Background: an optimization exercise with open tools, aiming at small area, a short achievable clock period and few clock cycles per item. Do not read the settings as production practice.
In this exercise RTL edits were held to simulation tests only and were not proved equivalent to the original.
No activity file was given, so power comes from the tool's default toggle rates.

## before
Design top, start of the top module:
module top(
input clk,
input rst,
input  [31:0] b_rdata,
output [31:0] b_wdata,
output [31:0] addr,
output [3:0] we,
output en,
output rstout
    );
export LEC_CHECK = 0
export CAP_MARGIN = 20
export CORE_MARGIN = 2
export CORE_UTILIZATION = 40
export SETUP_SLACK_MARGIN = 2.9
export SLEW_MARGIN = 20
create_clock -name core_clock -period 6.0 [get_ports {clk}]
standard.sh (not shown) runs the stock make flow with config.mk's settings and CLKGATE_MAP_FILE= SYNTH_SCRIPT=/design/flow/synth_recipe.tcl, a recipe that flattens the netlist after the stock synthesis.
==> flow/flow/run.sh <==
#!/bin/bash
set -e
export BUFFER_PORTS_ARGS="-buffer_cell sky130_fd_sc_hd__buf_2"
export CTS_ARGS="-sink_clustering_enable -repair_clock_nets -dont_use_dummy_load -buf_list {sky130_fd_sc_hd__clkbuf_4 sky130_fd_sc_hd__clkbuf_8}"
bash standard.sh > standard.log 2>&1
Testbench counts of before, summed over its fixed seeds: cycles 8,960, items 960.
Input changes introduced in after (baseline for comparison: before):
# before
export LEC_CHECK = 0
export CAP_MARGIN = 20
export CORE_MARGIN = 2
export CORE_UTILIZATION = 40
export SETUP_SLACK_MARGIN = 2.9
export SLEW_MARGIN = 20
create_clock -name core_clock -period 6.0 [get_ports {clk}]
# after
export LEC_CHECK = 0
export CAP_MARGIN = 20
export CORE_MARGIN = 2
export CORE_UTILIZATION = 40
export SETUP_SLACK_MARGIN = 3.1
export SLEW_MARGIN = 20
create_clock -name core_clock -period 6.0 [get_ports {clk}]
### Flow results
- after finished every stage and its layout cleared the timing, DRC and antenna checks.
- before completed every stage of the flow, and the final layout passed the timing, DRC and antenna checks.
- Compared before against after; clock slew seen by the registers of the worst setup and hold paths within noise.
- before -> after: half-perimeter wire length after detailed placement delta 0, exact match
- Power grows by a few percent when moving from before to after.
- On routed wire length, the higher figure sits with after, not before.
- Proportion of cell area occupied by registers, before and after: lower on after
- Number of signal-net buffers in the layout | after above before
- [compare] base=before new=after: power consumed by sequential cells neither gained nor lost much; area overhead of the layout relative to synthesis picked up an extra 1.5 points.

---

Another version of the RTL of top (not shown whole).
For scale: ~120 flip-flops, roughly 100 I/O pins, roughly 0.0059 mm² of cells after synthesis.
Settings: LEC_CHECK=0, CAP_MARGIN=20, CORE_MARGIN=2, CORE_UTILIZATION=80, PLACE_DENSITY=0.88, SETUP_SLACK_MARGIN=3.1, SLEW_MARGIN=20; clock period 6.0 ns.
==> flow/flow/run.sh <==
#!/bin/bash
set -e
export BUFFER_PORTS_ARGS="-buffer_cell sky130_fd_sc_hd__buf_2"
export SKIP_REPAIR_TIE_FANOUT=1
export CTS_ARGS="-sink_clustering_enable -repair_clock_nets -dont_use_dummy_load -sink_clustering_size 40 -sink_clustering_max_diameter 80 -buf_list {sky130_fd_sc_hd__clkbuf_4 sky130_fd_sc_hd__clkbuf_8}"
bash standard.sh > standard.log 2>&1
The first run went through all stages and came out clean.
Testbench counts at the start, summed over its fixed seeds: cycles 8,960, items 960.
Edit:
--- a/flow/config.mk
+++ b/flow/config.mk
@@ -10,2 +10 @@
-export CORE_UTILIZATION = 80
-export PLACE_DENSITY = 0.88
+export CORE_UTILIZATION = 40
Critical path depth drops by 8; synthesized area stays the same; power drops by about 6.4%; die area climbs by about 90%; worst setup slack gains 69 ps; synthesized cell count stays the same; utilization drops by 44 points.

---

## v4
top with an RTL version that a note above also has.
For scale: ~540 cells after synthesis, about 110 flip-flops, roughly 100 I/O pins, roughly 6000 sq um of cells after synthesis.
export LEC_CHECK = 0
export CAP_MARGIN = 20
export CORE_MARGIN = 2
export CORE_UTILIZATION = 40
export SETUP_SLACK_MARGIN = 3.1
export SLEW_MARGIN = 20
create_clock -name core_clock -period 6.0 [get_ports {clk}]
==> flow/flow/run.sh <==
#!/bin/bash
set -e
export BUFFER_PORTS_ARGS="-buffer_cell sky130_fd_sc_hd__buf_2"
export CTS_ARGS="-sink_clustering_enable -repair_clock_nets -dont_use_dummy_load -sink_clustering_size 40 -sink_clustering_max_diameter 80 -buf_list {sky130_fd_sc_hd__clkbuf_4 sky130_fd_sc_hd__clkbuf_8}"
bash standard.sh > standard.log 2>&1
The flow did not stop early for v4: all stages ran, and the layout cleared the timing, DRC and antenna checks.
Testbench counts of v4, summed over its fixed seeds: cycles 8,960, items 960.
[inputs] v53 vs v4
==> flow/flow/run.sh <==
#!/bin/bash
set -e
export BUFFER_PORTS_ARGS="-buffer_cell sky130_fd_sc_hd__buf_2"
bash standard.sh > standard.log 2>&1
==> run summary <==
Compared with v4, in v53 fraction of power consumed by combinational cells decreased 6.0 points, global-route total usage across every layer increased 0.32 points. For v53, the worst setup path endpoint was po.s1[28], unlike v4, where it was rstout. v53: final standard cell area without fillers is 5.8% higher than what v4 reported.
--- input diff v53..v14 ---
==> flow/flow/run.sh <==
#!/bin/bash
set -e
export BUFFER_PORTS_ARGS="-buffer_cell sky130_fd_sc_hd__buf_2"
export SKIP_REPAIR_TIE_FANOUT=1
export CTS_ARGS="-sink_clustering_enable -repair_clock_nets -dont_use_dummy_load -sink_clustering_size 40 -sink_clustering_max_diameter 80 -buf_list {sky130_fd_sc_hd__clkbuf_4 sky130_fd_sc_hd__clkbuf_8}"
bash standard.sh > standard.log 2>&1
### Flow results
v53 consumes more power than v14.
Relative to v53, v14 improves cell area.
The lower combined global-route utilization of all metal layers came out of v14.
On v14: count of multi-input combinational gates is 31 lower than what v53 gave.
[compare] base=v53 new=v14: part of the total power dissipated in combinational logic went up 7.3 points, sequential share of layout area went up 2.7 points, final wirelength went down 1.9%.

---

PW:
Starting RTL as in the previous note.
Settings: LEC_CHECK=0, CAP_MARGIN=20, CORE_MARGIN=2, CORE_UTILIZATION=40, SETUP_SLACK_MARGIN=3.3, SLEW_MARGIN=20; clock period 6.0 ns.
==> flow/flow/run.sh <==
#!/bin/bash
set -e
export BUFFER_PORTS_ARGS="-buffer_cell sky130_fd_sc_hd__buf_2"
bash standard.sh > standard.log 2>&1
Testbench counts of PW, summed over its fixed seeds: cycles 8,960, items 960.
#### Input delta (TR over PW)
Settings: SETUP_SLACK_MARGIN: 3.3 -> 3.1.
==> flow/flow/run.sh <==
#!/bin/bash
set -e
export BUFFER_PORTS_ARGS="-buffer_cell sky130_fd_sc_hd__buf_2"
export CTS_ARGS="-sink_clustering_enable -repair_clock_nets -dont_use_dummy_load -sink_clustering_size 30 -sink_clustering_max_diameter 150 -sink_buffer_max_cap_derate 1.0 -buf_list {sky130_fd_sc_hd__clkbuf_8 sky130_fd_sc_hd__clkbuf_16}"
bash standard.sh > standard.log 2>&1
Results
PW → TR: share of the synthesized area in compound gates (AO/OA/AOI/OAI) held steady, clock-cell share of area decreased 2.8 points. Share of the clock period used by the worst path after layout was higher in TR than in PW. Last element of the critical path = po.res[27]$_DFF_P_: PW; last element of the critical path = rstout: TR.

re-timing with driven ports:
No port has a modelled driver above. Below, the same layouts with a new extraction and two added sets of constraints.
Step 1, drivers: a clkbuf_16 drives clk and a buf_2 each remaining input, both assumed.
Step 2 also shifts input and output timing later by t, the mid clock arrival at the registers, as if the neighbouring blocks saw the same clock.
a / b / c = no drivers / after step 1 / after step 2; a / b = the first two.
| run | t, ns | setup slack, ns | hold slack, ns | clock arrival spread, ns |
|---|---|---|---|---|
| before | 0.458 | 3.061 / 3.044 / 2.916 | 0.342 / 0.342 / 0.342 | 0.027 / 0.028 |
| after | 0.459 | 3.187 / 3.163 / 2.933 | 0.342 / 0.342 / 0.342 | 0.029 / 0.029 |
| the first run of note 2 | 0.455 | 3.139 / 3.139 / 2.866 | 0.324 / 0.324 / 0.324 | 0.031 / 0.032 |
| the second run of note 2 | 0.454 | 3.208 / 3.185 / 2.862 | 0.339 / 0.339 / 0.339 | 0.034 / 0.033 |
| v4 | 0.459 | 3.187 / 3.163 / 2.933 | 0.342 / 0.342 / 0.342 | 0.029 / 0.029 |
| v53 | 0.452 | 3.238 / 3.209 / 2.957 | 0.342 / 0.342 / 0.342 | 0.013 / 0.013 |
| v14 | 0.451 | 3.195 / 3.172 / 2.972 | 0.338 / 0.338 / 0.338 | 0.030 / 0.030 |
| PW | 0.449 | 3.244 / 3.244 / 2.957 | 0.343 / 0.343 / 0.343 | 0.009 / 0.010 |
| TR | 0.552 | 3.183 / 3.159 / 2.967 | 0.341 / 0.341 / 0.341 | 0.021 / 0.020 |
After both steps setup and hold are still met in every run listed. For the second run of note 2, which loses most, drivers alone change the setup slack by -0.023 ns; drivers and shift together by -0.346 ns.
